Source: an optimization exercise on an open RTL-to-GDS flow (aim: small area, a short achievable clock period and few clock cycles per item). Production flows keep margins and buffers that such runs may drop. Only simulation tests tie the RTL to the original design; equivalence was not proved.

==> flow/design.v, too long to show whole: its modules and the start of the top module <==
// module bfly_mul: 1338 lines
// module fft1024: 225 lines
module fft1024
(
    input clk,
    input rst_n,
    input start,
    output reg finish,
    input clear,
    input [31:0] dout0,
    output reg oce0,
    output reg ce0,
    output reg wre0,
    output reg [10:0] ad0,
    output reg [31:0] din0,
    input [31:0] dout1,
    output reg oce1,
    output reg ce1,
    output reg wre1,
    output reg [10:0] ad1,
    output reg [31:0] din1,
    input [15:0] dout_w,
    output reg oce_w,
    output reg ce_w,
    output reg [10:0] ad_w
);
  // ...
==> flow/flow/run.sh <==
#!/bin/bash
set -o pipefail
export BUFFER_PORTS_ARGS="-buffer_cell sky130_fd_sc_hd__buf_2"
cp standard.sh standard_copy.txt 2>/dev/null
bash standard.sh > standard.log 2>&1
==> flow/standard.sh <==
#!/bin/bash
# synth_recipe.tcl (not shown) runs the flow's synth.tcl, then flattens the netlist and writes it again
# the make line also repeats each setting of config.mk as NAME=value (left out here)
make -C /OpenROAD-flow-scripts/flow DESIGN_CONFIG=/design/flow/config.mk WORK_HOME=/design/flow/orfs CLKGATE_MAP_FILE= SYNTH_SCRIPT=/design/flow/synth_recipe.tcl "${@:-finish}"
==> flow/config.mk <==
export PLATFORM = sky130hd
export DESIGN_NAME = fft1024
export DESIGN_NICKNAME = fft1024
export VERILOG_FILES = /design/flow/design.v
export SDC_FILE = /design/flow/constraint.sdc
export NUM_CORES = 4
export LEC_CHECK = 0
export ABC_AREA = 1
export CAP_MARGIN = 20
export CORE_MARGIN = 2
export CORE_UTILIZATION = 40
export SLEW_MARGIN = 20
==> flow/constraint.sdc <==
create_clock -name core_clock -period 16.0 [get_ports {clk}]
set_input_delay 3.2000 -clock core_clock [delete_from_list [all_inputs] [get_ports {clk}]]
set_output_delay 3.2000 -clock core_clock [all_outputs]
set_load 0.01 [all_outputs]
==> results_dict.tcl, run 1 <==
set metrics [dict create \
    status "complete, no violations" \
    rrSetupSlack_ns 11.65 \
    worst_setup_path_start_kind "flop" \
    ioPinCount 190 \
    clk_latency_ns 0.61 \
    worst_setup_path_end_kind "output pin" \
    fin_cells 5225 \
    n_all_inverters 905 \
    largest_class "multi-input gates" \
    dr_total_vias 25363 \
    drive_gt1_frac 0.0787 \
    seqCellArea_um2 9020 \
    fin_crit_ns 4.41 \
    netlist_area_um2 33900 \
    final_nets 4821 \
    tightestPinTransition_ns 0.996 \
    hp-class "reg2reg" \
    cp.arrival_ns 1.21 \
    wirelength_mm 93.0 \
    yosysWarnings 2 \
    insertedDiodeCount 1 \
    antenna_left 0 \
    setup_viol 0 \
    reg2reg_to "mul_a.s[5]$_DFF_P_" \
    synth_compound_gate_area_share 0.0699 \
    synth_xor_area_frac 0.0416 \
    dr.first_iter.drc_count 1591 \
    slew-limit-headroom 0.329 \
    utilization 0.446 \
    wl_met2_mm 46.5 \
    wl_per_cell_um 17.8 \
    max_freq_ghz 0.227 \
    drt-met1-wl_mm 37.9 \
    clkbuf_count 62 \
    worstSetupPathType "reg2out" \
    ctsResizeCount 0 \
    n_tap_cell 1134 \
    critPathCapture "oce1" \
    startpoint "ce1$_DFF_PN0_" \
]
Testbench counts, summed over its fixed seeds: cycles 123,000, ffts 12.
==> module fft1024, before the edit <==
module fft1024
(
    input clk,
    input rst_n,
    input start,
    output reg finish,
    input clear,
    input [31:0] dout0,
    output reg oce0,
    output reg ce0,
    output reg wre0,
    output reg [10:0] ad0,
    output reg [31:0] din0,
    input [31:0] dout1,
    output reg oce1,
    output reg ce1,
    output reg wre1,
    output reg [10:0] ad1,
    output reg [31:0] din1,
    input [15:0] dout_w,
    output reg oce_w,
    output reg ce_w,
    output reg [10:0] ad_w
);
reg run;             
reg ph;              
reg [3:0] s;         
reg [8:0] u;         
reg gap;             
wire        e0_v = run && (s <= 4'd9) && !gap;
wire        e0_x = (s == 4'd9) && !gap;
wire        e0_b = u[0];
wire [7:0]  e0_bi = u[8:1];
reg  [8:0]  e0_mask;    
always @(*) begin
    case (s)
        4'd0: e0_mask = 9'h000;
        4'd1: e0_mask = 9'h001;
        4'd2: e0_mask = 9'h003;
        4'd3: e0_mask = 9'h007;
        4'd4: e0_mask = 9'h00f;
        4'd5: e0_mask = 9'h01f;
        4'd6: e0_mask = 9'h03f;
        4'd7: e0_mask = 9'h07f;
        default: e0_mask = 9'h0ff;
    endcase
end
wire [8:0] e0_bw  = {1'b0, e0_bi};
wire [8:0] e0_ins = ((e0_bw << 1) & ~{e0_mask[7:0], 1'b1}) | (e0_bw & e0_mask);
wire [8:0] e0_a0  = e0_x ? u : e0_ins;
wire [8:0] e0_a1  = e0_x ? u : (e0_ins | (e0_mask + 9'd1));
reg  [8:0] e0_i;
always @(*) begin
    case (s)
        4'd0: e0_i = 9'd0;
        4'd1: e0_i = {e0_bi[0], 8'd0};
        4'd2: e0_i = {e0_bi[1:0], 7'd0};
        4'd3: e0_i = {e0_bi[2:0], 6'd0};
        4'd4: e0_i = {e0_bi[3:0], 5'd0};
        4'd5: e0_i = {e0_bi[4:0], 4'd0};
        4'd6: e0_i = {e0_bi[5:0], 3'd0};
        4'd7: e0_i = {e0_bi[6:0], 2'd0};
        4'd8: e0_i = {e0_bi[7:0], 1'd0};
        default: e0_i = u;
    endcase
end
wire e0_sr = e0_i > 9'd256;
wire [10:0] e0_adre = e0_sr ? {e0_i - 9'd256, 2'b00} : {9'd256 - e0_i, 2'b00};
wire [10:0] e0_adim = e0_sr ? {9'd0 - e0_i, 2'b00} : {e0_i, 2'b00};
reg       e1_v, e2_v, e3_v;
reg       e1_x, e2_x, e3_x;      
reg       e1_b, e2_b, e3_b;      
reg [8:0] e1_a0, e2_a0;
reg [8:0] e1_a1, e2_a1, e3_a1;
reg       e1_sr, e2_sr;
wire done = run && !ph && (s == 4'd10) && !e1_v && !e2_v && !e3_v;
always @(posedge clk or negedge rst_n) begin
    if (!rst_n) begin
        run <= 1'b0;
        ph <= 1'b0;
        s <= 4'd0;
        u <= 9'd0;
        gap <= 1'b0;
        e1_v <= 1'b0;
        e2_v <= 1'b0;
        e3_v <= 1'b0;
        finish <= 1'b0;
    end
    else begin
        if (clear)
            finish <= 1'b0;
        if (!run) begin
            ph <= 1'b0;
            e1_v <= 1'b0;
            e2_v <= 1'b0;
            e3_v <= 1'b0;
            if (start)
                run <= 1'b1;
        end
        else begin
            ph <= ~ph;
            if (done) begin
                run <= 1'b0;
                finish <= 1'b1;
                s <= 4'd0;
                u <= 9'd0;
            end
            else if (ph) begin
                e1_v <= e0_v;
                e2_v <= e1_v;
                e3_v <= e2_v;
                if (gap) begin
                    gap <= 1'b0;
                end
                else if (s <= 4'd9) begin
                    u <= u + 9'd1;
                    if (u == 9'd511) begin
                        s <= s + 4'd1;
                        if (s == 4'd8)
                            gap <= 1'b1;
                    end
                end
            end
        end
    end
end
always @(posedge clk) begin
    if (ph) begin
        e1_x <= e0_x;   e2_x <= e1_x;   e3_x <= e2_x;
        e1_b <= e0_b;   e2_b <= e1_b;   e3_b <= e2_b;
        e1_a0 <= e0_a0; e2_a0 <= e1_a0;
        e1_a1 <= e0_a1; e2_a1 <= e1_a1; e3_a1 <= e2_a1;
        e1_sr <= e0_sr; e2_sr <= e1_sr;
    end
end
wire r1_0 = e0_v && !e0_x && !e0_b;             
wire r1_1 = e0_v && (e0_x || e0_b);             
wire r0_0 = e1_v && (e1_x || !e1_b);            
wire r0_1 = e1_v && !e1_x && e1_b;              
wire w0_0 = e2_v && (e2_x || !e2_b);            
wire w0_1 = e2_v && !e2_x && e2_b;              
wire w1_0 = e3_v && !e3_x && !e3_b;             
wire w1_1 = e3_v && (e3_x || e3_b);               
always @(posedge clk or negedge rst_n) begin
    if (!rst_n) begin
        ce0 <= 1'b0; oce0 <= 1'b0; wre0 <= 1'b0;
        ce1 <= 1'b0; oce1 <= 1'b0; wre1 <= 1'b0;
        ce_w <= 1'b0; oce_w <= 1'b0;
    end
    else if (run && !done) begin
        if (!ph) begin
            ce0 <= r1_0 || r0_0;  oce0 <= r1_0 || r0_0;  wre0 <= 1'b0;
            ce1 <= r1_1 || r0_1;  oce1 <= r1_1 || r0_1;  wre1 <= 1'b0;
        end
        else begin
            ce0 <= w0_0 || w1_0;  oce0 <= w0_0 || w1_0;  wre0 <= 1'b1;
            ce1 <= w0_1 || w1_1;  oce1 <= w0_1 || w1_1;  wre1 <= 1'b1;
        end
        ce_w <= 1'b1; oce_w <= 1'b1;
    end
    else begin
        ce0 <= 1'b0; oce0 <= 1'b0; wre0 <= 1'b0;
        ce1 <= 1'b0; oce1 <= 1'b0; wre1 <= 1'b0;
        ce_w <= 1'b0; oce_w <= 1'b0;
    end
end
always @(posedge clk) begin
    if (!ph) begin
        ad0 <= {2'b00, r1_0 ? e0_a1 : e1_a0};
        ad1 <= {2'b00, r1_1 ? e0_a1 : e1_a0};
        ad_w <= e0_adre;
    end
    else begin
        ad0 <= {2'b00, w0_0 ? e2_a0 : e3_a1};
        ad1 <= {2'b00, w0_1 ? e2_a0 : e3_a1};
        ad_w <= e0_adim;
    end
end
reg [14:0] tw;                  
reg [31:0] x1;                  
reg [31:0] x0;                  
reg [15:0] rrr, rir;            
reg [31:0] hold;                
localparam MK = 12;                  
wire [30-MK:0] ma_s, ma_c, mb_s, mb_c;
wire ma_ci, mb_ci;
bfly_mul mul_a (.clk(clk), .x(x1[31:16]), .t(tw), .s(ma_s), .c(ma_c), .ci(ma_ci));
bfly_mul mul_b (.clk(clk), .x(x1[15:0]),  .t(tw), .s(mb_s), .c(mb_c), .ci(mb_ci));
localparam SH = 15 - MK;
localparam WW = 31 - MK;
wire [WW-1:0] ci_a = {{(WW-1){1'b0}}, ma_ci};
wire [WW-1:0] ci_b = {{(WW-1){1'b0}}, mb_ci};
wire [WW-1:0] e2_m = {WW{e2_sr}};
wire [WW-1:0] e2_ka = {{(WW-SH-1){1'b0}}, e2_sr, {(SH-1){1'b0}}, e2_sr ^ ma_ci};
wire [WW-1:0] e2_kb = {{(WW-SH-1){1'b0}}, e2_sr, {(SH-1){1'b0}}, e2_sr ^ mb_ci};
wire [WW-1:0] rrr_w = (ma_s ^ e2_m) + (ma_c ^ e2_m) + e2_ka;
wire [WW-1:0] rir_w = (mb_s ^ e2_m) + (mb_c ^ e2_m) + e2_kb;
wire [15:0] rrr_n = rrr_w[WW-1:SH];
wire [15:0] rir_n = rir_w[WW-1:SH];
wire [WW-1:0] ua = {rrr, {(SH-1){1'b0}}, mb_ci};
wire [WW-1:0] us = ua ^ mb_s ^ mb_c;
wire [WW-1:0] uc = {(ua & mb_s) | (ua & mb_c) | (mb_s & mb_c), 1'b0};
wire [WW-1:0] wa = {rir, {(SH-2){1'b0}}, ~ma_ci, ma_ci};
wire [WW-1:0] ws = wa ^ ~ma_s ^ ~ma_c;
wire [WW-1:0] wc = {(wa & ~ma_s) | (wa & ~ma_c) | (~ma_s & ~ma_c), 1'b0};
wire [WW-1:0] rnd = {{(WW-SH){1'b0}}, {SH{1'b1}}};
wire [WW-1:0] t0re = {x0[31:16], {SH{1'b0}}} + us + uc;
wire [WW-1:0] t1re = {x0[31:16], {SH{1'b0}}} + ~us + ~uc + rnd + 2;
wire [WW-1:0] t0im = {x0[15:0], {SH{1'b0}}} + ws + wc + rnd;
wire [WW-1:0] t1im = {x0[15:0], {SH{1'b0}}} + ~ws + ~wc + 2;
wire [31:0] y0 = {t0re[WW-1:SH], t0im[WW-1:SH]};
wire [31:0] y1 = {t1re[WW-1:SH], t1im[WW-1:SH]};
always @(posedge clk) begin
    tw <= dout_w[14:0];
    x0 <= (e2_x || !e2_b) ? dout0 : dout1;           
    rrr <= rrr_n;                                     
    rir <= rir_n;                                     
    din0 <= (e2_x || !e2_b) ? y0 : hold;              
    din1 <= (e2_b && !e2_x) ? y0 : hold;              
    if (!ph)
        x1 <= (e1_x || e1_b) ? dout1 : dout0;
    else
        hold <= y1;
end
endmodule
==> inputs of run 2 (changes only) <==
--- a/flow/design.v
+++ b/flow/design.v
@@ -1531,21 +1531,39 @@
 wire [WW-1:0] e2_m = {WW{e2_sr}};
 wire [WW-1:0] e2_ka = {{(WW-SH-1){1'b0}}, e2_sr, {(SH-1){1'b0}}, e2_sr ^ ma_ci};
 wire [WW-1:0] e2_kb = {{(WW-SH-1){1'b0}}, e2_sr, {(SH-1){1'b0}}, e2_sr ^ mb_ci};
-wire [WW-1:0] rrr_w = (ma_s ^ e2_m) + (ma_c ^ e2_m) + e2_ka;
-wire [WW-1:0] rir_w = (mb_s ^ e2_m) + (mb_c ^ e2_m) + e2_kb;
+wire [WW-1:0] ra_x = ma_s ^ e2_m, ra_y = ma_c ^ e2_m, ra_z = {e2_ka[WW-1:1], 1'b0};
+wire [WW-1:0] rb_x = mb_s ^ e2_m, rb_y = mb_c ^ e2_m, rb_z = {e2_kb[WW-1:1], 1'b0};
+wire [WW-1:0] rrr_w, rir_w;
+pfx_bk19 add_rrr (.a(ra_x ^ ra_y ^ ra_z),
+    .b({(ra_x[WW-2:0] & ra_y[WW-2:0]) | (ra_z[WW-2:0] & (ra_x[WW-2:0] ^ ra_y[WW-2:0])), 1'b0}),
+    .ci(e2_ka[0]), .y(rrr_w));
+pfx_bk19 add_rir (.a(rb_x ^ rb_y ^ rb_z),
+    .b({(rb_x[WW-2:0] & rb_y[WW-2:0]) | (rb_z[WW-2:0] & (rb_x[WW-2:0] ^ rb_y[WW-2:0])), 1'b0}),
+    .ci(e2_kb[0]), .y(rir_w));
 wire [15:0] rrr_n = rrr_w[WW-1:SH];
 wire [15:0] rir_n = rir_w[WW-1:SH];
 wire [WW-1:0] ua = {rrr, {(SH-1){1'b0}}, mb_ci};
 wire [WW-1:0] us = ua ^ mb_s ^ mb_c;
-wire [WW-1:0] uc = {(ua & mb_s) | (ua & mb_c) | (mb_s & mb_c), 1'b0};
+wire [WW-1:0] uc = {(ua[WW-2:0] & mb_s[WW-2:0]) | (ua[WW-2:0] & mb_c[WW-2:0]) | (mb_s[WW-2:0] & mb_c[WW-2:0]), 1'b0};
 wire [WW-1:0] wa = {rir, {(SH-2){1'b0}}, ~ma_ci, ma_ci};
 wire [WW-1:0] ws = wa ^ ~ma_s ^ ~ma_c;
-wire [WW-1:0] wc = {(wa & ~ma_s) | (wa & ~ma_c) | (~ma_s & ~ma_c), 1'b0};
-wire [WW-1:0] rnd = {{(WW-SH){1'b0}}, {SH{1'b1}}};
-wire [WW-1:0] t0re = {x0[31:16], {SH{1'b0}}} + us + uc;
-wire [WW-1:0] t1re = {x0[31:16], {SH{1'b0}}} + ~us + ~uc + rnd + 2;
-wire [WW-1:0] t0im = {x0[15:0], {SH{1'b0}}} + ws + wc + rnd;
-wire [WW-1:0] t1im = {x0[15:0], {SH{1'b0}}} + ~ws + ~wc + 2;
+wire [WW-1:0] wc = {(wa[WW-2:0] & ~ma_s[WW-2:0]) | (wa[WW-2:0] & ~ma_c[WW-2:0]) | (~ma_s[WW-2:0] & ~ma_c[WW-2:0]), 1'b0};
+wire [WW-1:0] xre0 = {x0[31:16], {SH{1'b0}}}, xre1 = {x0[31:16], {SH{1'b1}}};
+wire [WW-1:0] xim0 = {x0[15:0], {SH{1'b0}}},  xim1 = {x0[15:0], {SH{1'b1}}};
+wire [WW-1:0] nus = ~us, nuc = ~uc, nws = ~ws, nwc = ~wc;
+wire [WW-1:0] t0re, t1re, t0im, t1im;
+pfx_sk19 add_t0re (.a(xre0 ^ us ^ uc),
+    .b({(xre0[WW-2:0] & us[WW-2:0]) | (uc[WW-2:0] & (xre0[WW-2:0] ^ us[WW-2:0])), 1'b0}),
+    .ci(1'b0), .y(t0re));
+pfx_sk19 add_t1re (.a(xre1 ^ nus ^ nuc),
+    .b({(xre1[WW-2:0] & nus[WW-2:0]) | (nuc[WW-2:0] & (xre1[WW-2:0] ^ nus[WW-2:0])), 1'b1}),
+    .ci(1'b1), .y(t1re));
+pfx_sk19 add_t0im (.a(xim1 ^ ws ^ wc),
+    .b({(xim1[WW-2:0] & ws[WW-2:0]) | (wc[WW-2:0] & (xim1[WW-2:0] ^ ws[WW-2:0])), 1'b0}),
+    .ci(1'b0), .y(t0im));
+pfx_sk19 add_t1im (.a(xim0 ^ nws ^ nwc),
+    .b({(xim0[WW-2:0] & nws[WW-2:0]) | (nwc[WW-2:0] & (xim0[WW-2:0] ^ nws[WW-2:0])), 1'b1}),
+    .ci(1'b1), .y(t1im));
 wire [31:0] y0 = {t0re[WW-1:SH], t0im[WW-1:SH]};
 wire [31:0] y1 = {t1re[WW-1:SH], t1im[WW-1:SH]};
 always @(posedge clk) begin
@@ -1561,3 +1579,372 @@
         hold <= y1;
 end
 endmodule
+module pfx_bk19
+(
+    input [18:0] a,
+    input [18:0] b,
+    input ci,
+    output [18:0] y
+);
+wire g0_0, p0_0;
+wire g1_0, p1_0;
+wire g2_0, p2_0;
+wire g3_0, p3_0;
+wire g4_0, p4_0;
+wire g5_0, p5_0;
+wire g6_0, p6_0;
+wire g7_0, p7_0;
+wire g8_0, p8_0;
+wire g9_0, p9_0;
+wire g10_0, p10_0;
+wire g11_0, p11_0;
+wire g12_0, p12_0;
+wire g13_0, p13_0;
+wire g14_0, p14_0;
+wire g15_0, p15_0;
+wire g16_0, p16_0;
+wire g17_0, p17_0;
+wire g18_0, p18_0;
+wire g1_1, p1_1;
+wire g3_1, p3_1;
+wire g5_1, p5_1;
+wire g7_1, p7_1;
+wire g9_1, p9_1;
+wire g11_1, p11_1;
+wire g13_1, p13_1;
+wire g15_1, p15_1;
+wire g17_1, p17_1;
+wire g3_2, p3_2;
+wire g7_2, p7_2;
+wire g11_2, p11_2;
+wire g15_2, p15_2;
+wire g7_3, p7_3;
+wire g15_3, p15_3;
+wire g15_4, p15_4;
+wire g11_5, p11_5;
+wire g5_6, p5_6;
+wire g9_6, p9_6;
+wire g13_6, p13_6;
+wire g17_6, p17_6;
+wire g2_7, p2_7;
+wire g4_7, p4_7;
+wire g6_7, p6_7;
+wire g8_7, p8_7;
+wire g10_7, p10_7;
+wire g12_7, p12_7;
+wire g14_7, p14_7;
+wire g16_7, p16_7;
+wire g18_7, p18_7;
+assign g0_0 = (a[0] & b[0]) | ((a[0] ^ b[0]) & ci);
+assign p0_0 = a[0] ^ b[0];
+assign g1_0 = a[1] & b[1];
+assign p1_0 = a[1] ^ b[1];
+assign g2_0 = a[2] & b[2];
+assign p2_0 = a[2] ^ b[2];
+assign g3_0 = a[3] & b[3];
+assign p3_0 = a[3] ^ b[3];
+assign g4_0 = a[4] & b[4];
+assign p4_0 = a[4] ^ b[4];
+assign g5_0 = a[5] & b[5];
+assign p5_0 = a[5] ^ b[5];
+assign g6_0 = a[6] & b[6];
+assign p6_0 = a[6] ^ b[6];
+assign g7_0 = a[7] & b[7];
+assign p7_0 = a[7] ^ b[7];
+assign g8_0 = a[8] & b[8];
+assign p8_0 = a[8] ^ b[8];
+assign g9_0 = a[9] & b[9];
+assign p9_0 = a[9] ^ b[9];
+assign g10_0 = a[10] & b[10];
+assign p10_0 = a[10] ^ b[10];
+assign g11_0 = a[11] & b[11];
+assign p11_0 = a[11] ^ b[11];
+assign g12_0 = a[12] & b[12];
+assign p12_0 = a[12] ^ b[12];
+assign g13_0 = a[13] & b[13];
+assign p13_0 = a[13] ^ b[13];
+assign g14_0 = a[14] & b[14];
+assign p14_0 = a[14] ^ b[14];
+assign g15_0 = a[15] & b[15];
+assign p15_0 = a[15] ^ b[15];
+assign g16_0 = a[16] & b[16];
+assign p16_0 = a[16] ^ b[16];
+assign g17_0 = a[17] & b[17];
+assign p17_0 = a[17] ^ b[17];
+assign g18_0 = a[18] & b[18];
+assign p18_0 = a[18] ^ b[18];
+assign g1_1 = g1_0 | (p1_0 & g0_0);
+assign p1_1 = p1_0 & p0_0;
+assign g3_1 = g3_0 | (p3_0 & g2_0);
+assign p3_1 = p3_0 & p2_0;
+assign g5_1 = g5_0 | (p5_0 & g4_0);
+assign p5_1 = p5_0 & p4_0;
+assign g7_1 = g7_0 | (p7_0 & g6_0);
+assign p7_1 = p7_0 & p6_0;
+assign g9_1 = g9_0 | (p9_0 & g8_0);
+assign p9_1 = p9_0 & p8_0;
+assign g11_1 = g11_0 | (p11_0 & g10_0);
+assign p11_1 = p11_0 & p10_0;
+assign g13_1 = g13_0 | (p13_0 & g12_0);
+assign p13_1 = p13_0 & p12_0;
+assign g15_1 = g15_0 | (p15_0 & g14_0);
+assign p15_1 = p15_0 & p14_0;
+assign g17_1 = g17_0 | (p17_0 & g16_0);
+assign p17_1 = p17_0 & p16_0;
+assign g3_2 = g3_1 | (p3_1 & g1_1);
+assign p3_2 = p3_1 & p1_1;
+assign g7_2 = g7_1 | (p7_1 & g5_1);
+assign p7_2 = p7_1 & p5_1;
+assign g11_2 = g11_1 | (p11_1 & g9_1);
+assign p11_2 = p11_1 & p9_1;
+assign g15_2 = g15_1 | (p15_1 & g13_1);
+assign p15_2 = p15_1 & p13_1;
+assign g7_3 = g7_2 | (p7_2 & g3_2);
+assign p7_3 = p7_2 & p3_2;
+assign g15_3 = g15_2 | (p15_2 & g11_2);
+assign p15_3 = p15_2 & p11_2;
+assign g15_4 = g15_3 | (p15_3 & g7_3);
+assign p15_4 = p15_3 & p7_3;
+assign g11_5 = g11_2 | (p11_2 & g7_3);
+assign p11_5 = p11_2 & p7_3;
+assign g5_6 = g5_1 | (p5_1 & g3_2);
+assign p5_6 = p5_1 & p3_2;
+assign g9_6 = g9_1 | (p9_1 & g7_3);
+assign p9_6 = p9_1 & p7_3;
+assign g13_6 = g13_1 | (p13_1 & g11_5);
+assign p13_6 = p13_1 & p11_5;
+assign g17_6 = g17_1 | (p17_1 & g15_4);
+assign p17_6 = p17_1 & p15_4;
+assign g2_7 = g2_0 | (p2_0 & g1_1);
+assign p2_7 = p2_0 & p1_1;
+assign g4_7 = g4_0 | (p4_0 & g3_2);
+assign p4_7 = p4_0 & p3_2;
+assign g6_7 = g6_0 | (p6_0 & g5_6);
+assign p6_7 = p6_0 & p5_6;
+assign g8_7 = g8_0 | (p8_0 & g7_3);
+assign p8_7 = p8_0 & p7_3;
+assign g10_7 = g10_0 | (p10_0 & g9_6);
+assign p10_7 = p10_0 & p9_6;
+assign g12_7 = g12_0 | (p12_0 & g11_5);
+assign p12_7 = p12_0 & p11_5;
+assign g14_7 = g14_0 | (p14_0 & g13_6);
+assign p14_7 = p14_0 & p13_6;
+assign g16_7 = g16_0 | (p16_0 & g15_4);
+assign p16_7 = p16_0 & p15_4;
+assign g18_7 = g18_0 | (p18_0 & g17_6);
+assign p18_7 = p18_0 & p17_6;
+assign y[0] = a[0] ^ b[0] ^ ci;
+assign y[1] = a[1] ^ b[1] ^ g0_0;
+assign y[2] = a[2] ^ b[2] ^ g1_1;
+assign y[3] = a[3] ^ b[3] ^ g2_7;
+assign y[4] = a[4] ^ b[4] ^ g3_2;
+assign y[5] = a[5] ^ b[5] ^ g4_7;
+assign y[6] = a[6] ^ b[6] ^ g5_6;
+assign y[7] = a[7] ^ b[7] ^ g6_7;
+assign y[8] = a[8] ^ b[8] ^ g7_3;
+assign y[9] = a[9] ^ b[9] ^ g8_7;
+assign y[10] = a[10] ^ b[10] ^ g9_6;
+assign y[11] = a[11] ^ b[11] ^ g10_7;
+assign y[12] = a[12] ^ b[12] ^ g11_5;
+assign y[13] = a[13] ^ b[13] ^ g12_7;
+assign y[14] = a[14] ^ b[14] ^ g13_6;
+assign y[15] = a[15] ^ b[15] ^ g14_7;
+assign y[16] = a[16] ^ b[16] ^ g15_4;
+assign y[17] = a[17] ^ b[17] ^ g16_7;
+assign y[18] = a[18] ^ b[18] ^ g17_6;
+endmodule
+module pfx_sk19
+(
+    input [18:0] a,
+    input [18:0] b,
+    input ci,
+    output [18:0] y
+);
+wire g0_0, p0_0;
+wire g1_0, p1_0;
+wire g2_0, p2_0;
+wire g3_0, p3_0;
+wire g4_0, p4_0;
+wire g5_0, p5_0;
+wire g6_0, p6_0;
+wire g7_0, p7_0;
+wire g8_0, p8_0;
+wire g9_0, p9_0;
+wire g10_0, p10_0;
+wire g11_0, p11_0;
+wire g12_0, p12_0;
+wire g13_0, p13_0;
+wire g14_0, p14_0;
+wire g15_0, p15_0;
+wire g16_0, p16_0;
+wire g17_0, p17_0;
+wire g18_0, p18_0;
+wire g1_1, p1_1;
+wire g3_1, p3_1;
+wire g5_1, p5_1;
+wire g7_1, p7_1;
+wire g9_1, p9_1;
+wire g11_1, p11_1;
+wire g13_1, p13_1;
+wire g15_1, p15_1;
+wire g17_1, p17_1;
+wire g2_2, p2_2;
+wire g3_2, p3_2;
+wire g6_2, p6_2;
+wire g7_2, p7_2;
+wire g10_2, p10_2;
+wire g11_2, p11_2;
+wire g14_2, p14_2;
+wire g15_2, p15_2;
+wire g18_2, p18_2;
+wire g4_3, p4_3;
+wire g5_3, p5_3;
+wire g6_3, p6_3;
+wire g7_3, p7_3;
+wire g12_3, p12_3;
+wire g13_3, p13_3;
+wire g14_3, p14_3;
+wire g15_3, p15_3;
+wire g8_4, p8_4;
+wire g9_4, p9_4;
+wire g10_4, p10_4;
+wire g11_4, p11_4;
+wire g12_4, p12_4;
+wire g13_4, p13_4;
+wire g14_4, p14_4;
+wire g15_4, p15_4;
+wire g16_5, p16_5;
+wire g17_5, p17_5;
+wire g18_5, p18_5;
+assign g0_0 = (a[0] & b[0]) | ((a[0] ^ b[0]) & ci);
+assign p0_0 = a[0] ^ b[0];
+assign g1_0 = a[1] & b[1];
+assign p1_0 = a[1] ^ b[1];
+assign g2_0 = a[2] & b[2];
+assign p2_0 = a[2] ^ b[2];
+assign g3_0 = a[3] & b[3];
+assign p3_0 = a[3] ^ b[3];
+assign g4_0 = a[4] & b[4];
+assign p4_0 = a[4] ^ b[4];
+assign g5_0 = a[5] & b[5];
+assign p5_0 = a[5] ^ b[5];
+assign g6_0 = a[6] & b[6];
+assign p6_0 = a[6] ^ b[6];
+assign g7_0 = a[7] & b[7];
+assign p7_0 = a[7] ^ b[7];
+assign g8_0 = a[8] & b[8];
+assign p8_0 = a[8] ^ b[8];
+assign g9_0 = a[9] & b[9];
+assign p9_0 = a[9] ^ b[9];
+assign g10_0 = a[10] & b[10];
+assign p10_0 = a[10] ^ b[10];
+assign g11_0 = a[11] & b[11];
+assign p11_0 = a[11] ^ b[11];
+assign g12_0 = a[12] & b[12];
+assign p12_0 = a[12] ^ b[12];
+assign g13_0 = a[13] & b[13];
+assign p13_0 = a[13] ^ b[13];
+assign g14_0 = a[14] & b[14];
+assign p14_0 = a[14] ^ b[14];
+assign g15_0 = a[15] & b[15];
+assign p15_0 = a[15] ^ b[15];
+assign g16_0 = a[16] & b[16];
+assign p16_0 = a[16] ^ b[16];
+assign g17_0 = a[17] & b[17];
+assign p17_0 = a[17] ^ b[17];
+assign g18_0 = a[18] & b[18];
+assign p18_0 = a[18] ^ b[18];
+assign g1_1 = g1_0 | (p1_0 & g0_0);
+assign p1_1 = p1_0 & p0_0;
+assign g3_1 = g3_0 | (p3_0 & g2_0);
+assign p3_1 = p3_0 & p2_0;
+assign g5_1 = g5_0 | (p5_0 & g4_0);
+assign p5_1 = p5_0 & p4_0;
+assign g7_1 = g7_0 | (p7_0 & g6_0);
+assign p7_1 = p7_0 & p6_0;
+assign g9_1 = g9_0 | (p9_0 & g8_0);
+assign p9_1 = p9_0 & p8_0;
+assign g11_1 = g11_0 | (p11_0 & g10_0);
+assign p11_1 = p11_0 & p10_0;
+assign g13_1 = g13_0 | (p13_0 & g12_0);
+assign p13_1 = p13_0 & p12_0;
+assign g15_1 = g15_0 | (p15_0 & g14_0);
+assign p15_1 = p15_0 & p14_0;
+assign g17_1 = g17_0 | (p17_0 & g16_0);
+assign p17_1 = p17_0 & p16_0;
+assign g2_2 = g2_0 | (p2_0 & g1_1);
+assign p2_2 = p2_0 & p1_1;
+assign g3_2 = g3_1 | (p3_1 & g1_1);
+assign p3_2 = p3_1 & p1_1;
+assign g6_2 = g6_0 | (p6_0 & g5_1);
+assign p6_2 = p6_0 & p5_1;
+assign g7_2 = g7_1 | (p7_1 & g5_1);
+assign p7_2 = p7_1 & p5_1;
+assign g10_2 = g10_0 | (p10_0 & g9_1);
+assign p10_2 = p10_0 & p9_1;
+assign g11_2 = g11_1 | (p11_1 & g9_1);
+assign p11_2 = p11_1 & p9_1;
+assign g14_2 = g14_0 | (p14_0 & g13_1);
+assign p14_2 = p14_0 & p13_1;
+assign g15_2 = g15_1 | (p15_1 & g13_1);
+assign p15_2 = p15_1 & p13_1;
+assign g18_2 = g18_0 | (p18_0 & g17_1);
+assign p18_2 = p18_0 & p17_1;
+assign g4_3 = g4_0 | (p4_0 & g3_2);
+assign p4_3 = p4_0 & p3_2;
+assign g5_3 = g5_1 | (p5_1 & g3_2);
+assign p5_3 = p5_1 & p3_2;
+assign g6_3 = g6_2 | (p6_2 & g3_2);
+assign p6_3 = p6_2 & p3_2;
+assign g7_3 = g7_2 | (p7_2 & g3_2);
+assign p7_3 = p7_2 & p3_2;
+assign g12_3 = g12_0 | (p12_0 & g11_2);
+assign p12_3 = p12_0 & p11_2;
+assign g13_3 = g13_1 | (p13_1 & g11_2);
+assign p13_3 = p13_1 & p11_2;
+assign g14_3 = g14_2 | (p14_2 & g11_2);
+assign p14_3 = p14_2 & p11_2;
+assign g15_3 = g15_2 | (p15_2 & g11_2);
+assign p15_3 = p15_2 & p11_2;
+assign g8_4 = g8_0 | (p8_0 & g7_3);
+assign p8_4 = p8_0 & p7_3;
+assign g9_4 = g9_1 | (p9_1 & g7_3);
+assign p9_4 = p9_1 & p7_3;
+assign g10_4 = g10_2 | (p10_2 & g7_3);
+assign p10_4 = p10_2 & p7_3;
+assign g11_4 = g11_2 | (p11_2 & g7_3);
+assign p11_4 = p11_2 & p7_3;
+assign g12_4 = g12_3 | (p12_3 & g7_3);
+assign p12_4 = p12_3 & p7_3;
+assign g13_4 = g13_3 | (p13_3 & g7_3);
+assign p13_4 = p13_3 & p7_3;
+assign g14_4 = g14_3 | (p14_3 & g7_3);
+assign p14_4 = p14_3 & p7_3;
+assign g15_4 = g15_3 | (p15_3 & g7_3);
+assign p15_4 = p15_3 & p7_3;
+assign g16_5 = g16_0 | (p16_0 & g15_4);
+assign p16_5 = p16_0 & p15_4;
+assign g17_5 = g17_1 | (p17_1 & g15_4);
+assign p17_5 = p17_1 & p15_4;
+assign g18_5 = g18_2 | (p18_2 & g15_4);
+assign p18_5 = p18_2 & p15_4;
+assign y[0] = a[0] ^ b[0] ^ ci;
+assign y[1] = a[1] ^ b[1] ^ g0_0;
+assign y[2] = a[2] ^ b[2] ^ g1_1;
+assign y[3] = a[3] ^ b[3] ^ g2_2;
+assign y[4] = a[4] ^ b[4] ^ g3_2;
+assign y[5] = a[5] ^ b[5] ^ g4_3;
+assign y[6] = a[6] ^ b[6] ^ g5_3;
+assign y[7] = a[7] ^ b[7] ^ g6_3;
+assign y[8] = a[8] ^ b[8] ^ g7_3;
+assign y[9] = a[9] ^ b[9] ^ g8_4;
+assign y[10] = a[10] ^ b[10] ^ g9_4;
+assign y[11] = a[11] ^ b[11] ^ g10_4;
+assign y[12] = a[12] ^ b[12] ^ g11_4;
+assign y[13] = a[13] ^ b[13] ^ g12_4;
+assign y[14] = a[14] ^ b[14] ^ g13_4;
+assign y[15] = a[15] ^ b[15] ^ g14_4;
+assign y[16] = a[16] ^ b[16] ^ g15_4;
+assign y[17] = a[17] ^ b[17] ^ g16_5;
+assign y[18] = a[18] ^ b[18] ^ g17_5;
+endmodule
==> results_dict.tcl, run 2 <==
set metrics [dict create \
    netlist_area_um2 33000 \
    post-route-period-util 0.280 \
    path_clk_slew_ns 0.06 \
    wirelength_mm 83.8 \
    ctsResizeCount 0 \
    synth_edf_count 117 \
    yosysMostFrequentCell "inv_1" \
    rows 105 \
    cts_buffers 46 \
    cap_violations 0 \
    yosys-top-cells-area "fa_1, dfxtp_1, edfxtp_1, inv_1, nand2_1" \
    grt_pass1_vias 25161 \
    post-cts-setup-buffers 0 \
    placed_area_um2 34900 \
    fillers 8004 \
    synth_seq_cells 385 \
    slew-limit-headroom 0.362 \
    hpwl_mm 62.0 \
    tns_ns 0 \
    antenna_left 0 \
    place_inst 4894 \
    clockBufferDepth 3 \
    status "complete, no violations" \
    worst_setup_path_end_kind "flop" \
    setup_viol 0 \
    max_freq_ghz 0.224 \
    place.gp.congestion 0.850 \
    drive_gt1_frac 0.0860 \
    core_area_um2 81800 \
    initial_core_util 0.403 \
    crit_required_ns 16.47 \
    fin_cells 4981 \
    grt_antenna_before_repair 6 \
    cp.arrival_ns 4.94 \
    clock_sinks 385 \
    skew_ns 0.0576 \
    async_reset_ff_frac 0.0623 \
    io_buffers 182 \
    seq_area_frac_synth 0.273 \
    rsz0062_at_grt "no" \
    globalRouteOverflowTotal 0 \
    worstSetupPathType "reg2reg" \
    critPathMaxFanout 32 \
    avgSynthCellArea_um2 8.79 \
    ys.flop_type "dfxtp_1" \
    synth_cells 3749 \
    final_nets 4654 \
    synth_common_cells "inv_1, nand2_1, fa_1" \
    cts_tree "yes" \
    h-tree-depth 2 \
    cts_hold_buf 0 \
    worst_setup_path_start_kind "flop" \
    ctsRootBufferMaster "clkbuf_16" \
    area_growth_pct 10.6 \
    first_pass_iters 6 \
    clk_latency_ns 0.63 \
    wl_per_cell_um 16.8 \
    post-route-cell-area_um2 36500 \
    die_height_um 291 \
    ioPinCount 190 \
    grtUsageTotal 0.204 \
    fp.dieW_um 291 \
    drc 0 \
    dr_total_vias 23855 \
    vias_per_cell 4.79 \
    tightestPinTransition_ns 0.957 \
    final_cell_mix "inv_1, nand2_1, fa_1, dfxtp_1, ha_1" \
    grt_max_degree 74 \
    yosysTopAreaCell "fa_1" \
    dr.first_iter.drc_count 1304 \
    fin_crit_ns 4.47 \
    hp-class "reg2reg" \
    yosysWarnings 2 \
    grt_pass1_wl_mm 135 \
    synth_cell_types 52 \
    slew_violations 0 \
    die_area_um2 84700 \
    finalHoldViolCount 0 \
    final_common_cell "inv_1" \
    netlist.area_leader.share 0.300 \
]
[run 2: cell types whose count changed in the layout (fill, tap and decap cells not counted), sizes merged, moves of 8 or more]
cell / before / now
a21oi: 141 / 97
o21ai: 230 / 189
nor3: 24 / 16
fa: 468 / 494
nand4: 26 / 15
nand3: 120 / 87
xor2: 126 / 71
inv: 905 / 913
buf: 194 / 214
ha: 217 / 204
[run 2: path summary, 6_finish.rpt]
| path | cells after the start | from | slack [ns] | to |
|---|---|---|---|---|
| worst max-delay path | 15 | tw[7]$_DFF_P_ | 11.53 | mul_a.ci$_DFF_P_ |
| min in group asynchronous | 1 | rst_n | 2.56 | ce_w$_DFF_PN0_ |
| max in group asynchronous | 1 | rst_n | 13.02 | ph$_DFF_PN0_ |
| worst min-delay path | 0 | e1_a1[0]$_DFFE_PP_ | 0.42 | e2_a1[0]$_DFFE_PP_ |
| worst min register to register | 0 | e1_a1[0]$_DFFE_PP_ | 0.42 | e2_a1[0]$_DFFE_PP_ |
| worst max register to register | 15 | tw[7]$_DFF_P_ | 11.53 | mul_a.ci$_DFF_P_ |
[run 2: routing by layer]
metal | wire length (um) | global-route usage
met1 | 33900 | 0.250
met2 | 41600 | 0.360
met3 | 4750 | 0.0315
met4 | 3470 | 0.0828
met5 | 47 | 0
[run 2: worst max-delay path: stages (launching register included)]
cell and delay [ns]:
dfxtp_2 0.96, nand2_1 0.18, fa_1 0.52, fa_1 0.49
inv_1 0.05, fa_1 0.36, inv_1 0.08, fa_1 0.40
inv_1 0.07, fa_1 0.41, ha_1 0.30, nand2_1 0.08
inv_1 0.04, nand3_1 0.08, nor2_1 0.05, a211o_1 0.27
[run 2: kinds of logic (layout without fill, tap and decap cells)]
logic type / after synthesis / in the layout / synth area share
other cells: 1 / 8 / 0.000114
xor+xnor: 103 / 103 / 0.0274
buf+inv: 1055 / 1210 / 0.123
compound gates: 349 / 349 / 0.0576
fa+ha+maj: 698 / 698 / 0.378
simple gates: 1158 / 1158 / 0.141
flops: 385 / 385 / 0.273
[run 2: area by class of cell]
| type | instances | area, um2 | area share |
|---|---|---|---|
| Multi-Input combinational cell | 2314 | 19900 | 0.547 |
| Sequential cell | 385 | 9010 | 0.247 |
| Inverter | 911 | 3420 | 0.0939 |
| Clock buffer | 64 | 1340 | 0.0368 |
| Tap cell | 1070 | 1340 | 0.0367 |
| Timing Repair Buffer | 214 | 1150 | 0.0316 |
| Clock inverter | 21 | 253 | 0.00693 |
| Antenna cell | 2 | 5.00 | 0.000137 |
[run 2: stage by stage]
stage / worst slack, ns / util / hold WS (ns)
finish: 11.53 / 0.445 / 0.418
global route: 11.31 / 0.445 / 0.422
CTS: 11.52 / 0.445 / 0.419
detailed placement: 11.55 / 0.426 / 0.405
global placement: 11.56 / 0.426 / 0.401
floorplan: 12.04 / - / 0.400
Testbench counts of run 2, summed over its fixed seeds: cycles 123,000, ffts 12.
==> inputs of run 3 (changes only) <==
--- a/flow/config.mk
+++ b/flow/config.mk
@@ -8,5 +8,6 @@
 export ABC_AREA = 1
 export CAP_MARGIN = 20
 export CORE_MARGIN = 2
-export CORE_UTILIZATION = 40
+export CORE_UTILIZATION = 60
+export PLACE_DENSITY = 0.7
 export SLEW_MARGIN = 20
==> results_dict.tcl, run 3 <==
set metrics [dict create \
    status "complete, no violations" \
    area_growth_pct 8.73 \
    synth_cells 3749 \
    critPathMaxFanout 15 \
    cts_buffers 44 \
    rows 85 \
    synth_edf_count 117 \
    cts_tree "yes" \
    globalRouteOverflowTotal 0 \
    synth_common_cells "inv_1, nand2_1, fa_1" \
    cp_cell_sequence "nand2_1 -> fa_1 -> fa_1 -> fa_1 -> inv_1 -> fa_1 -> fa_1 -> inv_1 -> fa_1 -> inv_1" \
    insertedDiodeCount 0 \
    vias_per_cell 5.21 \
    tightestPinTransition_ns 0.950 \
    skew_ns 0.0271 \
    ctsRootBufferMaster "clkbuf_16" \
    worst_setup_path_end_kind "flop" \
    worst_setup_path_start_kind "flop" \
    ys.flop_type "dfxtp_1" \
    max_freq_ghz 0.227 \
    slowest_delay_ns 0.95 \
    rsz0062_at_grt "no" \
    synth_seq_cells 385 \
    core_area_um2 54000 \
    first_pass_iters 5 \
    grt_max_degree 80 \
    ctsResizeCount 0 \
    grt_antenna_before_repair 0 \
    final_nets 4641 \
    seq_area_frac_synth 0.273 \
    die_height_um 238 \
    netlist.area_leader.share 0.300 \
    grtUsageTotal 0.294 \
    finalHoldViolCount 0 \
    dr_total_vias 23923 \
    slew_violations 0 \
    wl_per_cell_um 17.3 \
    hold_ws_ns 0.416 \
    yosysWarnings 2 \
    crit_slowest_cell "edfxtp_1" \
    cap_violations 0 \
    path_clk_slew_ns 0.06 \
    synth_cell_types 52 \
    grt_pass1_vias 24814 \
    cp.arrival_ns 4.87 \
    dr.first_iter.drc_count 1499 \
    yosys-top-cells-area "fa_1, dfxtp_1, edfxtp_1, inv_1, nand2_1" \
    wirelength_mm 79.4 \
    die_area_um2 56800 \
    clockBufferDepth 3 \
    cts_hold_buf 0 \
    drive_gt1_frac 0.0829 \
    antenna_left 0 \
    clk_latency_ns 0.59 \
    h-tree-depth 2 \
    final_cell_mix "inv_1, nand2_1, fa_1, dfxtp_1, ha_1" \
    place.gp.congestion 0.928 \
    grt_pass1_wl_mm 129 \
    async_reset_ff_frac 0.0623 \
    setup_viol 0 \
    avgSynthCellArea_um2 8.79 \
    drc 0 \
    final_common_cell "inv_1" \
    io_buffers 182 \
    yosysMostFrequentCell "inv_1" \
    clock_sinks 385 \
    yosysTopAreaCell "fa_1" \
    cp_common_cell "fa_1" \
    worstSetupPathType "reg2reg" \
    tns_ns 0 \
    fin_crit_ns 4.41 \
    hp-class "reg2reg" \
    slew-limit-headroom 0.366 \
    post-cts-setup-buffers 0 \
    initial_core_util 0.610 \
    post-route-period-util 0.276 \
    fp.dieW_um 238 \
    netlist_area_um2 33000 \
    crit_required_ns 16.46 \
    ioPinCount 190 \
    hpwl_mm 59.4 \
]
==> run 3: layout make-up <==
class / count / area (um2)
repair buffers: 203 / 1070
clock buffers: 53 / 1220
inverters: 911 / 3420
well taps: 696 / 871
flip-flops and latches: 385 / 9010
clock inverters: 29 / 304
multi-input cells: 2314 / 19900
fillers: 4499 / 18200
==> run 3: metrics by stage <==
stage | cell area [um2] | utilization | instances | setup WS (ns)
2_1_floorplan | 33000 | - | 3754 | 12.04
3_5_place_dp | 34300 | 0.635 | 4509 | 11.62
6_report | 35800 | 0.663 | 4591 | 11.59
5_1_grt | 35800 | 0.663 | 4591 | 11.41
3_3_place_gp | 34300 | 0.635 | 4509 | 11.64
4_1_cts | 35800 | 0.663 | 4591 | 11.58
==> run 3: worst max-delay path, delay by kind of cell (launching register included) <==
kind | cells | cell delay, ns
flops | 1 | 0.95
buf+inv | 3 | 0.18
fa+ha+maj | 6 | 2.97
simple gates | 1 | 0.18
==> run 3: kinds of logic (layout without fill, tap and decap cells) <==
family	after synthesis	after routing	share of synthesized area
DFF	385	385	0.273
xor gates and xnor gates	103	103	0.0274
and+or+nand+nor	1158	1158	0.141
buffers and inverters	1055	1196	0.123
other	1	6	0.000114
adders and majority gates	698	698	0.378
AOI/OAI and AO/OA	349	349	0.0576
==> run 3: routing by layer <==
metal,track usage,vias to the layer above,share of wire
li1,-,11293,-
met1,0.384,11640,0.41
met2,0.509,829,0.50
met3,0.0400,161,0.070
met4,0.0938,0,0.028
met5,0,-,0
==> run 3: path summary, 6_finish.rpt <==
check,start,to,slack (ns),depth (start not counted)
worst max-delay path,x1[3]$_DFFE_PN_,mul_b.s[5]$_DFF_P_,11.59,10
max in group asynchronous,rst_n,ph$_DFF_PN0_,13.01,1
worst min-delay path,e1_a1[2]$_DFFE_PP_,e2_a1[2]$_DFFE_PP_,0.42,0
worst min register to register,e1_a1[2]$_DFFE_PP_,e2_a1[2]$_DFFE_PP_,0.42,0
worst max register to register,x1[3]$_DFFE_PN_,mul_b.s[5]$_DFF_P_,11.59,10
min in group asynchronous,rst_n,s[3]$_DFFE_PN0P_,2.58,1
==> inputs of run 4 (changes only) <==
--- a/flow/design.v
+++ b/flow/design.v
@@ -1409,8 +1409,25 @@
 reg       e1_x, e2_x, e3_x;      
 reg       e1_b, e2_b, e3_b;      
 reg [8:0] e1_a0, e2_a0;
-reg [8:0] e1_a1, e2_a1, e3_a1;
+reg [8:0] e3_a1;
+reg       e1_f, e2_f;    
 reg       e1_sr, e2_sr;
+wire s_inc = !gap && (s <= 4'd9) && (u == 9'd511);
+wire [3:0] e2_s = s - {3'd0, e2_f};
+reg  [8:0] e2_h;
+always @(*) begin
+    case (e2_s)
+        4'd0: e2_h = 9'h001;
+        4'd1: e2_h = 9'h002;
+        4'd2: e2_h = 9'h004;
+        4'd3: e2_h = 9'h008;
+        4'd4: e2_h = 9'h010;
+        4'd5: e2_h = 9'h020;
+        4'd6: e2_h = 9'h040;
+        4'd7: e2_h = 9'h080;
+        default: e2_h = 9'h100;
+    endcase
+end
 wire done = run && !ph && (s == 4'd10) && !e1_v && !e2_v && !e3_v;
 always @(posedge clk or negedge rst_n) begin
     if (!rst_n) begin
@@ -1467,7 +1484,8 @@
         e1_x <= e0_x;   e2_x <= e1_x;   e3_x <= e2_x;
         e1_b <= e0_b;   e2_b <= e1_b;   e3_b <= e2_b;
         e1_a0 <= e0_a0; e2_a0 <= e1_a0;
-        e1_a1 <= e0_a1; e2_a1 <= e1_a1; e3_a1 <= e2_a1;
+        e3_a1 <= e2_x ? e2_a0 : (e2_a0 | e2_h);
+        e1_f <= s_inc;  e2_f <= e1_f || s_inc;
         e1_sr <= e0_sr; e2_sr <= e1_sr;
     end
 end
--- a/flow/config.mk
+++ b/flow/config.mk
@@ -9,5 +9,6 @@
 export CAP_MARGIN = 20
 export CORE_MARGIN = 2
 export CORE_UTILIZATION = 60
+export GPL_TIMING_DRIVEN = 1
 export PLACE_DENSITY = 0.7
 export SLEW_MARGIN = 20
==> results_dict.tcl, run 4 <==
set metrics [dict create \
    status "complete, no violations" \
    synth_seq_cells 369 \
    cp.arrival_ns 4.91 \
    die_height_um 237 \
    place_ws_ns 11.51 \
    cts_buffers 41 \
    grt_pass1_wl_mm 129 \
    reg2reg_from "tw[8]$_DFF_P_" \
    grt_pass1_vias 24444 \
    cap_violations 0 \
    synth_cell_types 55 \
    yosys-top-cells-area "fa_1, dfxtp_1, inv_1, nand2_1, edfxtp_1" \
    insertedDiodeCount 0 \
    synth_top_family_by_area "adder cells" \
    dr.first_iter.drc_count 1709 \
    final_cell_mix "inv_1, nand2_1, fa_1, dfxtp_1, ha_1" \
    rrSetupSlack_ns 11.54 \
    slowest_delay_ns 0.92 \
    wl_per_cell_um 17.2 \
    clk_latency_ns 0.57 \
    cp_cell_sequence "nand2_1 -> fa_1 -> fa_1 -> inv_1 -> fa_1 -> inv_1 -> fa_1 -> inv_1 -> fa_1 -> ha_1 -> nand2_1 -> inv_1 -> nand3_1 -> nor2_1 -> a211o_1" \
    netlist_area_um2 32700 \
    synth_fa_ha_area_frac 0.381 \
    cts_hold_buf 0 \
    synth_compound_gate_area_share 0.0617 \
    ys.flop_type "dfxtp_1" \
    synth_xor_area_frac 0.0273 \
    timing.reg2reg.worst_path_depth 15 \
    grt_max_degree 100 \
    synth_cells 3762 \
    drc 0 \
    async_reset_ff_frac 0.0650 \
    muxShareOfSynthArea 0 \
    slew-limit-headroom 0.381 \
    post-cts-setup-buffers 0 \
    crit_slowest_cell "dfxtp_2" \
    skew_ns 0.0148 \
    tightestPinTransition_ns 0.929 \
    worstSetupPathType "reg2reg" \
    crit_required_ns 16.45 \
    yosys.area_share.simple 0.144 \
    post-route-cell-area_um2 35300 \
    fp.dieW_um 237 \
    slew_violations 0 \
    area_growth_pct 7.97 \
    fin_crit_ns 4.46 \
    final_common_cell "inv_1" \
    place.gp.congestion 0.907 \
    setup_ws_ns 11.54 \
    core_area_um2 53800 \
    globalRouteOverflowTotal 0 \
    final_nets 4647 \
    cts_tree "yes" \
    reg2reg_to "mul_a.ci$_DFF_P_" \
    ioPinCount 190 \
    avgSynthCellArea_um2 8.70 \
    ctsRootBufferMaster "clkbuf_16" \
    max_freq_ghz 0.224 \
    yosysMostFrequentCell "inv_1" \
    seq_area_frac_synth 0.260 \
    critPathCapture "mul_a.ci$_DFF_P_" \
    synth_edf_count 101 \
    die_area_um2 56400 \
    antenna_left 0 \
    path_clk_slew_ns 0.06 \
    wirelength_mm 78.9 \
    grt_antenna_before_repair 2 \
    clockBufferDepth 3 \
    startpoint "tw[8]$_DFF_P_" \
    first_pass_iters 6 \
    ctsResizeCount 0 \
    io_buffers 182 \
    post-route-period-util 0.279 \
    critPathMaxFanout 32 \
    worst_setup_path_start_kind "flop" \
    vias_per_cell 5.23 \
    setup_viol 0 \
    h-tree-depth 2 \
    synth_common_cells "inv_1, nand2_1, fa_1" \
    hpwl_mm 59.4 \
    rows 85 \
    tns_ns 0 \
    drive_gt1_frac 0.0822 \
    placed_area_um2 34000 \
    cp_common_cell "fa_1" \
    grtUsageTotal 0.294 \
    finalHoldViolCount 0 \
    hp-class "reg2reg" \
    initial_core_util 0.608 \
    netlist.area_leader.share 0.302 \
    yosysTopAreaCell "fa_1" \
    dr_total_vias 24018 \
    yosysWarnings 2 \
    worst_setup_path_end_kind "flop" \
    clock_sinks 369 \
    rsz0062_at_grt "no" \
]
-- run 4: cell types whose count changed in the layout (fill, tap and decap cells not counted), sizes merged, moves of 3 or more --
cell	previous run	this run
nand2	901	905
buf	203	198
a21oi	97	106
bufinv	3	0
nor2	130	120
o211ai	0	5
clkinv	20	15
edfxtp	117	101
o21bai	12	16
o21ai	189	194
nand3	87	99
o22ai	23	14
-- run 4: worst max-delay path, delay by kind of cell, from the launching register on --
family,cells,cell delay [ns]
flops,1,0.92
fa+ha+maj,6,2.48
compound gates,1,0.30
simple gates,4,0.39
buf+inv,4,0.25
-- run 4: logic make-up (layout without fill, tap and decap cells) --
group,after synthesis,in the layout
AND/OR/NAND/NOR,1163,1163
buffers and inverters,1060,1188
adder cells (fa/ha/maj),700,700
flip-flops,369,369
AO/OA/AOI/OAI,367,367
XOR/XNOR,102,102
other,1,6
-- run 4: layout make-up --
cell class	instances	area (um2)
clock buffers	54	1140
clock inverters	21	171
fillers	4552	18500
inverters	915	3440
multi-input cells	2338	20100
flip-flops and latches	369	8530
well taps	696	871
repair buffers	198	1030
-- run 4: per-layer routing --
layer  share of wire  vias to the layer above  global-route usage  wire length [um]
met5               0                        -                   0                 0
met4           0.032                        0              0.0953              2500
met3           0.080                      149              0.0540              6330
met2            0.48                      886               0.496             37700
met1            0.41                    11652               0.385             32300
li1                -                    11331                   -                 -
-- run 4: worst min-delay path by stage --
stage	from	endpoint	slack [ns]	cells after the start
floorplan	e1_sr$_DFFE_PP_	e2_sr$_DFFE_PP_	0.40	0
finish	e1_sr$_DFFE_PP_	e2_sr$_DFFE_PP_	0.42	0
global route	e1_sr$_DFFE_PP_	e2_sr$_DFFE_PP_	0.45	0
global placement	e1_sr$_DFFE_PP_	e2_sr$_DFFE_PP_	0.40	0
detailed placement	e1_sr$_DFFE_PP_	e2_sr$_DFFE_PP_	0.41	0
CTS	e1_sr$_DFFE_PP_	e2_sr$_DFFE_PP_	0.42	0
-- run 4: through the flow --
stage | instances | util | hold slack [ns]
2_1_floorplan | 3767 | - | 0.400
3_3_place_gp | 4516 | 0.632 | 0.401
3_5_place_dp | 4516 | 0.632 | 0.408
4_1_cts | 4591 | 0.656 | 0.422
5_1_grt | 4591 | 0.656 | 0.455
6_report | 4591 | 0.656 | 0.423
Testbench counts of run 4, summed over its fixed seeds: cycles 123,000, ffts 12.
==> inputs of run 5 (changes only) <==
--- a/flow/config.mk
+++ b/flow/config.mk
@@ -9,6 +9,5 @@
 export CAP_MARGIN = 20
 export CORE_MARGIN = 2
 export CORE_UTILIZATION = 60
-export GPL_TIMING_DRIVEN = 1
 export PLACE_DENSITY = 0.7
-export SLEW_MARGIN = 20
+export SLEW_MARGIN = 70
==> results_dict.tcl, run 5 <==
set metrics [dict create \
    synth_common_cells "inv_1, nand2_1, fa_1" \
    max_freq_ghz 0.229 \
    clockBufferDepth 3 \
    ctsRootBufferMaster "clkbuf_16" \
    cp.arrival_ns 4.81 \
    antenna_left 0 \
    min_from "e1_sr$_DFFE_PP_" \
    worst_setup_path_start_kind "flop" \
    startpoint "x1[19]$_DFFE_PN_" \
    cts_buffers 43 \
    synth_cells 3762 \
    skew_ns 0.0232 \
    fp.dieW_um 237 \
    wl_per_cell_um 17.1 \
    grt_pass1_wl_mm 131 \
    tns_ns 0 \
    path_clk_slew_ns 0.06 \
    netlist_area_um2 32700 \
    ctsResizeCount 0 \
    rsz0062_at_grt "no" \
    h-tree-depth 2 \
    ys.flop_type "dfxtp_1" \
    yosys-top-cells-area "fa_1, dfxtp_1, inv_1, nand2_1, edfxtp_1" \
    rows 85 \
    synth_compound_gate_area_share 0.0617 \
    initial_core_util 0.608 \
    vias_per_cell 5.18 \
    seq_area_frac_synth 0.260 \
    crit_slowest_cell "fa_1" \
    crit_family "adder cells" \
    drive_gt1_frac 0.107 \
    min_path_cells 0 \
    cap_violations 0 \
    die_height_um 237 \
    drc 0 \
    place.gp.congestion 0.907 \
    area_growth_pct 11.2 \
    grtUsageTotal 0.299 \
    hp-class "reg2reg" \
    critPathMaxFanout 7 \
    post-cts-setup-buffers 0 \
    placed_area_um2 34800 \
    dr.first_iter.drc_count 1757 \
    cp_common_cell "fa_1" \
    slew_violations 0 \
    reg2reg_from "x1[19]$_DFFE_PN_" \
    timing.reg2reg.worst_path_depth 17 \
    core_area_um2 53800 \
    hold_ws_ns 0.439 \
    post-route-cell-area_um2 36400 \
    yosysWarnings 2 \
    crit_required_ns 16.45 \
    final_common_cell "inv_1" \
    cts_hold_buf 0 \
    final_nets 4737 \
    grt_pass1_vias 25165 \
    muxShareOfSynthArea 0 \
    ioPinCount 190 \
    grt_antenna_before_repair 0 \
    synth_edf_count 101 \
    worst_setup_path_end_kind "flop" \
    slowest_delay_ns 0.50 \
    worstSetupPathType "reg2reg" \
    clock_sinks 369 \
    yosys.area_share.simple 0.144 \
    synth_fa_ha_area_frac 0.381 \
    clk_latency_ns 0.59 \
    fillers 4265 \
    hpwl_mm 63.5 \
    grt_max_degree 65 \
    yosysMostFrequentCell "inv_1" \
    cp_cell_sequence "buf_2 -> buf_4 -> nand2_1 -> fa_1 -> fa_1 -> inv_1 -> fa_1 -> inv_1 -> fa_1 -> inv_1 -> fa_1 -> ha_1 -> nand2_1 -> inv_1 -> nand3_1 -> nor2_1 -> a211o_1" \
    globalRouteOverflowTotal 0 \
    die_area_um2 56400 \
    critPathCapture "mul_a.ci$_DFF_P_" \
    path_buf_inv 6 \
    synth_cell_types 55 \
    netlist.area_leader.share 0.302 \
    synth_seq_cells 369 \
    synth_top_family_by_area "adder cells" \
    setup_viol 0 \
    yosysTopAreaCell "fa_1" \
    fin_crit_ns 4.36 \
    path_depth 17 \
    status "complete, no violations" \
    dr_total_vias 24252 \
    insertedDiodeCount 0 \
    final_cell_mix "inv_1, nand2_1, fa_1, dfxtp_1, buf_2" \
    synth_xor_area_frac 0.0273 \
    post-route-period-util 0.272 \
    wirelength_mm 80.1 \
    avgSynthCellArea_um2 8.70 \
    first_pass_iters 5 \
    finalHoldViolCount 0 \
    io_buffers 182 \
    reg2reg_to "mul_a.ci$_DFF_P_" \
    cts_tree "yes" \
    rrSetupSlack_ns 11.64 \
    async_reset_ff_frac 0.0650 \
]
[run 5: cell type report]
| type | instances | area [um2] | area share |
|---|---|---|---|
| Tap cell | 696 | 871 | 0.0239 |
| Multi-Input combinational cell | 2338 | 20200 | 0.555 |
| Inverter | 915 | 3440 | 0.0947 |
| Clock inverter | 26 | 218 | 0.00599 |
| Clock buffer | 54 | 1230 | 0.0339 |
| Timing Repair Buffer | 286 | 1880 | 0.0517 |
| Sequential cell | 369 | 8550 | 0.235 |
[run 5: kinds of logic after synthesis]
| family | after synthesis |
|---|---|
| buf+inv | 1060 |
| simple gates | 1163 |
| xor+xnor | 102 |
| fa+ha+maj | 700 |
| compound gates | 367 |
| flops | 369 |
| other cells | 1 |
[run 5: worst register-to-register path, delay by kind of cell (launching register included)]
family,cells,cell delay (ns)
AO/OA/AOI/OAI,1,0.31
adder cells (fa/ha/maj),6,2.44
buffers and inverters,6,0.73
flip-flops,1,0.49
AND/OR/NAND/NOR,4,0.29
[run 5: worst min path at each step]
stage / to / slack, ns
finish: e2_sr$_DFFE_PP_ / 0.44
global route: e2_sr$_DFFE_PP_ / 0.45
CTS: e2_sr$_DFFE_PP_ / 0.44
detailed placement: e2_sr$_DFFE_PP_ / 0.41
global placement: e2_sr$_DFFE_PP_ / 0.40
floorplan: e2_sr$_DFFE_PP_ / 0.40
[run 5: routing by layer]
layer | track usage | wire [um]
met5 | 0 | 0
met4 | 0.0980 | 2520
met3 | 0.0504 | 6310
met2 | 0.506 | 38500
met1 | 0.395 | 32800
[run 5: stage by stage]
stage	instances	setup WS, ns	utilization
after floorplan	3767	12.04	-
after global placement	4516	11.56	0.632
after detailed placement	4601	11.67	0.647
after CTS	4681	11.64	0.674
after global routing	4684	11.44	0.676
final	4684	11.64	0.676
==> inputs of run 6 (changes only) <==
--- a/flow/config.mk
+++ b/flow/config.mk
@@ -10,4 +10,4 @@
 export CORE_MARGIN = 2
 export CORE_UTILIZATION = 60
 export PLACE_DENSITY = 0.7
-export SLEW_MARGIN = 70
+export SLEW_MARGIN = 40
==> results_dict.tcl, run 6 <==
set metrics [dict create \
    cts_buffers 42 \
    synth_cells 3762 \
    cap_violations 0 \
    die_height_um 237 \
    grtUsageTotal 0.295 \
    final_nets 4650 \
    slew_violations 0 \
    drive_gt1_frac 0.0841 \
    clock_sinks 369 \
    path_clk_slew_ns 0.07 \
    vias_per_cell 5.20 \
    drc 0 \
    worst_setup_path_end_kind "flop" \
    place.gp.congestion 0.907 \
    slew-limit-headroom 0.399 \
    synth_edf_count 101 \
    worst_setup_path_start_kind "flop" \
    antenna_left 0 \
    status "complete, no violations" \
    ys.flop_type "dfxtp_1" \
    area_growth_pct 8.64 \
    final_cell_mix "inv_1, nand2_1, fa_1, dfxtp_1, ha_1" \
    utilization 0.660 \
    globalRouteOverflowTotal 0 \
    wirelength_mm 79.4 \
    io_buffers 182 \
    hold_ws_ns 0.423 \
    max_freq_ghz 0.228 \
    synth_seq_cells 369 \
    async_reset_ff_frac 0.0650 \
    die_area_um2 56400 \
    fp.dieW_um 237 \
    yosysMostFrequentCell "inv_1" \
    hp-class "reg2reg" \
    finalHoldViolCount 0 \
    yosys-top-cells-area "fa_1, dfxtp_1, inv_1, nand2_1, edfxtp_1" \
    clk_latency_ns 0.58 \
    final_common_cell "inv_1" \
    fin_crit_ns 4.39 \
    synth_common_cells "inv_1, nand2_1, fa_1" \
    first_pass_iters 6 \
    ctsRootBufferMaster "clkbuf_16" \
    crit_required_ns 16.45 \
    h-tree-depth 2 \
    core_area_um2 53800 \
    rows 85 \
    netlist.area_leader.share 0.302 \
    insertedDiodeCount 0 \
    rsz0062_at_grt "no" \
    fillers 4435 \
    grt_pass1_wl_mm 129 \
    clockBufferDepth 3 \
    tightestPinTransition_ns 0.892 \
    synth_cell_types 55 \
    yosysWarnings 2 \
    avgSynthCellArea_um2 8.70 \
    ioPinCount 190 \
    initial_core_util 0.608 \
    cp.arrival_ns 4.84 \
    cts_tree "yes" \
    hpwl_mm 59.5 \
    cts_hold_buf 0 \
    netlist_area_um2 32700 \
    setup_ws_ns 11.61 \
    dr_total_vias 23889 \
    post-route-period-util 0.274 \
    place_ws_ns 11.60 \
    yosysTopAreaCell "fa_1" \
    wl_per_cell_um 17.3 \
    ctsResizeCount 0 \
    post-cts-setup-buffers 0 \
    worstSetupPathType "reg2reg" \
    skew_ns 0.0225 \
    setup_viol 0 \
    grt_max_degree 100 \
    dr.first_iter.drc_count 1589 \
    tns_ns 0 \
    grt_antenna_before_repair 0 \
    critPathMaxFanout 15 \
    seq_area_frac_synth 0.260 \
    grt_pass1_vias 24557 \
]
run 6: cell types whose count changed in the layout (fill, tap and decap cells not counted), moves of 6 or more:
cell      change
buf_6         -9
o21ai_0      +14
buf_4        -14
buf_2        -45
buf_16        -7
o21ai_1      -12
buf_8         -6
clkinv_2      -6
run 6: final timing paths:
kind                                  start                to  slack [ns]  cells after the start
max                        x1[19]$_DFFE_PN_  mul_a.ci$_DFF_P_       11.61                     15
min                         e1_sr$_DFFE_PP_   e2_sr$_DFFE_PP_        0.42                      0
max reg2reg                x1[19]$_DFFE_PN_  mul_a.ci$_DFF_P_       11.61                     15
min reg2reg                 e1_sr$_DFFE_PP_   e2_sr$_DFFE_PP_        0.42                      0
max in group asynchronous             rst_n      ph$_DFF_PN0_       12.97                      1
min in group asynchronous             rst_n  u[4]$_DFFE_PN0P_        2.62                      1
run 6: metrics by stage:
| stage | instance area [um2] | instances |
|---|---|---|
| after floorplan | 32700 | 3767 |
| after detailed placement | 34000 | 4517 |
| final | 35500 | 4596 |
| after global routing | 35500 | 4596 |
| after global placement | 34000 | 4516 |
| after CTS | 35500 | 4595 |
run 6: logic make-up (layout without fill, tap and decap cells):
kind of cell / count (synthesis) / after routing / share of synthesized area
buffers and inverters: 1060 / 1193 / 0.125
adder cells (fa/ha/maj): 700 / 700 / 0.381
AO/OA/AOI/OAI: 367 / 367 / 0.0617
other: 1 / 6 / 0.000115
AND/OR/NAND/NOR: 1163 / 1163 / 0.144
flip-flops: 369 / 369 / 0.260
XOR/XNOR: 102 / 102 / 0.0273
run 6: layout make-up:
cell class / count / area (um2) / share of cell area
Clock inverter: 25 / 268 / 0.00753
Inverter: 915 / 3440 / 0.0968
Timing Repair Buffer: 200 / 1070 / 0.0302
Multi-Input combinational cell: 2338 / 20100 / 0.567
Sequential cell: 369 / 8530 / 0.240
Tap cell: 696 / 871 / 0.0245
Clock buffer: 53 / 1220 / 0.0342
run 6: critical path, stage by stage, from the launching register on:
cell and delay (ns):
edfxtp_1 0.86, nand2_1 0.16, fa_1 0.51, fa_1 0.49, inv_1 0.05, fa_1 0.35
inv_1 0.07, fa_1 0.42, inv_1 0.08, fa_1 0.41, ha_1 0.29, nand2_1 0.08
inv_1 0.04, nand3_1 0.09, nor2_1 0.05, a211o_1 0.31
run 6: layer usage:
layer  routed length [um]  vias up  GRT usage
met1                31600    11495      0.376
met3                 7180      180     0.0691
li1                     -    11351          -
met2                37400      863      0.490
met4                 3160        0      0.114
met5                    0        -          0

[static timing again, ports no longer ideal]
Ports are ideal in the flow. The routed layouts listed here were re-timed in OpenROAD. Step 1 (the two cells are an assumption about what drives the block):
set clk [get_ports {clk}]
set_driving_cell -lib_cell sky130_fd_sc_hd__clkbuf_16 $clk
set_driving_cell -lib_cell sky130_fd_sc_hd__buf_2 [delete_from_list [all_inputs] $clk]
Step 2, shift: input delay + t, output delay - t, t = (earliest + latest rising clock arrival at the registers) / 2. This alone moves slack from input paths to output paths. Slacks: ideal / step 1 / step 2; pairs: ideal / step 1.
run | shift t [ns] | slack for setup (ns) | worst setup path after step 2 | latest minus earliest clock arrival (ns)
run 1 | 0.667 | 11.595 / 11.524 / 11.649 | register to register | 0.035 / 0.035
run 2 | 0.660 | 11.527 / 11.527 / 11.527 | register to register | 0.059 / 0.060
run 3 | 0.644 | 11.588 / 11.561 / 11.588 | register to register | 0.030 / 0.030
run 4 | 0.625 | 11.541 / 11.541 / 11.541 | register to register | 0.015 / 0.015
run 5 | 0.638 | 11.642 / 11.641 / 11.642 | register to register | 0.029 / 0.028
run 6 | 0.627 | 11.610 / 11.610 / 11.606 | input to register | 0.023 / 0.023
After both steps every run listed still meets setup and hold. The setup slack of run 6, which loses most, moves by 0.000 ns with the drivers and by -0.004 ns with both steps.
